Source: an optimization exercise on an open RTL-to-GDS flow (aim: small area and a short achievable clock period). Production flows keep margins and buffers that such runs may drop. Power is estimated from default activity; no workload was simulated.

==> run C <==
## ALU
module ALU(
input clk,
input [15:0] a, b,
input [3*8:0] op,
output [31:0] out
    );
==> flow/config.mk <==
export PLATFORM = sky130hd
export DESIGN_NAME = ALU
export DESIGN_NICKNAME = ALU
export VERILOG_FILES = /design/flow/design.v
export SDC_FILE = /design/flow/constraint.sdc
export NUM_CORES = 4
export LEC_CHECK = 0
export CAP_MARGIN = 20
export CORE_MARGIN = 2
export CORE_UTILIZATION = 40
export SLEW_MARGIN = 20
==> flow/constraint.sdc <==
create_clock -name core_clock -period 28.0 [get_ports {clk}]
set_input_delay 5.6000 -clock core_clock [delete_from_list [all_inputs] [get_ports {clk}]]
set_output_delay 5.6000 -clock core_clock [all_outputs]
set_load 0.01 [all_outputs]
standard.sh (not shown) runs the stock make flow with config.mk's settings and CLKGATE_MAP_FILE= SYNTH_SCRIPT=/design/flow/synth_recipe.tcl, a recipe that flattens the netlist after the stock synthesis.
==> flow/flow/run.sh <==
#!/bin/bash
# Layout flow: the standard ORFS flow, with
#  - the generated multiplier, adder and result-select modules mapped gate for gate onto
#    cells (flow/map_cells.py) before synthesis, so Yosys keeps their structure as written;
#  - small port buffers, a small clock tree without dummy loads, and an optional
#    timing-repair slack target.
set -euo pipefail
MARGIN=$(cat flow/margin.txt 2>/dev/null || echo 0)
BUF=$(cat flow/portbuf.txt 2>/dev/null || echo sky130_fd_sc_hd__buf_2)
CTS=$(cat flow/cts_args.txt 2>/dev/null || echo "-sink_clustering_enable -repair_clock_nets")
python3 flow/map_cells.py design.v design_mapped.v > map_cells.log 2>&1
bash standard.sh "VERILOG_FILES=$PWD/design_mapped.v" "BUFFER_PORTS_ARGS=-buffer_cell $BUF" \
  "SETUP_SLACK_MARGIN=$MARGIN" "CTS_ARGS=$CTS" finish > standard.log 2>&1
Other scripts of this flow, unchanged in this note and not shown: flow/flow/cts_args.txt, flow/flow/map_cells.py
==> inputs of run F, as changes to run C <==
--- a/flow/config.mk
+++ b/flow/config.mk
@@ -5,6 +5,7 @@
 export SDC_FILE = /design/flow/constraint.sdc
 export NUM_CORES = 4
 export LEC_CHECK = 0
+export ABC_CLOCK_PERIOD_IN_PS = 1500
 export CAP_MARGIN = 20
 export CORE_MARGIN = 2
 export CORE_UTILIZATION = 40
==> results.txt <==
- Combinational power is about the same in run C and run F.
- In via count, run C and run F do not differ.
- In area after synthesis, run C and run F do not differ.
- In non-clock buffer count, run C and run F do not differ.
- In first-iteration DRC count, run F and run C do not differ.
- In wire length, run C and run F do not differ.
- In critical path depth, run C and run F do not differ.
- Run F completed without violations. Run C ran to the end with no violations.
- In maximum frequency, run F and run C do not differ.
No functional check of the RTL was part of any run of this note.

==> 03-11: inputs <==
Another version of the RTL of ALU (not shown whole).
==> flow/config.mk <==
export PLATFORM = sky130hd
export DESIGN_NAME = ALU
export DESIGN_NICKNAME = ALU
export VERILOG_FILES = /design/flow/design.v
export SDC_FILE = /design/flow/constraint.sdc
export NUM_CORES = 4
export LEC_CHECK = 0
export CAP_MARGIN = 20
export CORE_MARGIN = 2
export CORE_UTILIZATION = 40
export SLEW_MARGIN = 20
==> flow/constraint.sdc <==
create_clock -name core_clock -period 28.0 [get_ports {clk}]
set_input_delay 5.6000 -clock core_clock [delete_from_list [all_inputs] [get_ports {clk}]]
set_output_delay 5.6000 -clock core_clock [all_outputs]
set_load 0.01 [all_outputs]
==> flow/flow/run.sh <==
#!/bin/bash
# Layout flow: the standard ORFS flow, with
#  - the generated multiplier and adder modules mapped gate for gate onto cells (flow/map_cells.py)
#    before synthesis, so Yosys keeps their adder structure as written;
#  - small port buffers and a timing-repair slack target.
set -euo pipefail
MARGIN=$(cat flow/margin.txt 2>/dev/null || echo 0)
BUF=$(cat flow/portbuf.txt 2>/dev/null || echo sky130_fd_sc_hd__buf_2)
python3 flow/map_cells.py design.v design_mapped.v > map_cells.log 2>&1
bash standard.sh "VERILOG_FILES=$PWD/design_mapped.v" "BUFFER_PORTS_ARGS=-buffer_cell $BUF" "SETUP_SLACK_MARGIN=$MARGIN" finish > standard.log 2>&1
==> flow/flow/margin.txt <==
15
Other scripts of this flow, unchanged in this note and not shown: flow/flow/map_cells.py
==> 06-04 (differences from 03-11) <==
==> flow/flow/margin.txt (replaced) <==
14
==> summary of the runs <==
06-04 went through all stages and came out clean. 03-11 finished with timing, DRC and antenna clean. Clock power: 06-04 is lower than 03-11 (about 0.8%). Synthesized cell count is the same in 06-04 and 03-11. Between 03-11 and 06-04, the lower non-clock buffer count is in 06-04 (gap 28). Of 03-11 and 06-04, 03-11 has the higher wire length (gap 4.6%, measured against 06-04). In count of clock-buffer cells in the layout, 03-11 and 06-04 do not differ. In 06-04 the cell area is lower than in 03-11, by 3.9%. Area after synthesis is the same in 03-11 and 06-04.
No functional check of the RTL was part of any run of this note.

port drivers added, routing unchanged:
Ports are ideal in the flow. The routed layouts listed here were re-timed in OpenROAD. Step 1 assumes that a clkbuf_16 drives the clock port and a buf_2 every other input. Step 2 adds t to the input delays and takes it off the output delays; t is the mean of the earliest and latest rising clock arrival at the registers after step 1. Input paths then give back, and output paths get back, about the clock's delay inside the block. Slacks: ideal ports / drivers / drivers and shift; pairs: ideal ports / drivers.
run | t (ns) | setup WS [ns] | worst setup path after step 2 | worst register clock-pin slew, ns | cell pins on the clock port's net
run C | 0.349 | 13.655 / 13.632 / 13.632 | input to output | 0.09 / 0.09 | 1
run F | 0.349 | 13.655 / 13.632 / 13.632 | input to output | 0.09 / 0.09 | 1
03-11 | 0.331 | 14.197 / 14.136 / 14.136 | input to output | 0.06 / 0.06 | 1
06-04 | 0.333 | 14.019 / 13.994 / 13.994 | input to output | 0.06 / 0.06 | 1
After both steps setup and hold are still met in every run listed. The setup slack of 03-11, which loses most, moves by -0.061 ns with the drivers and by -0.061 ns with both steps.
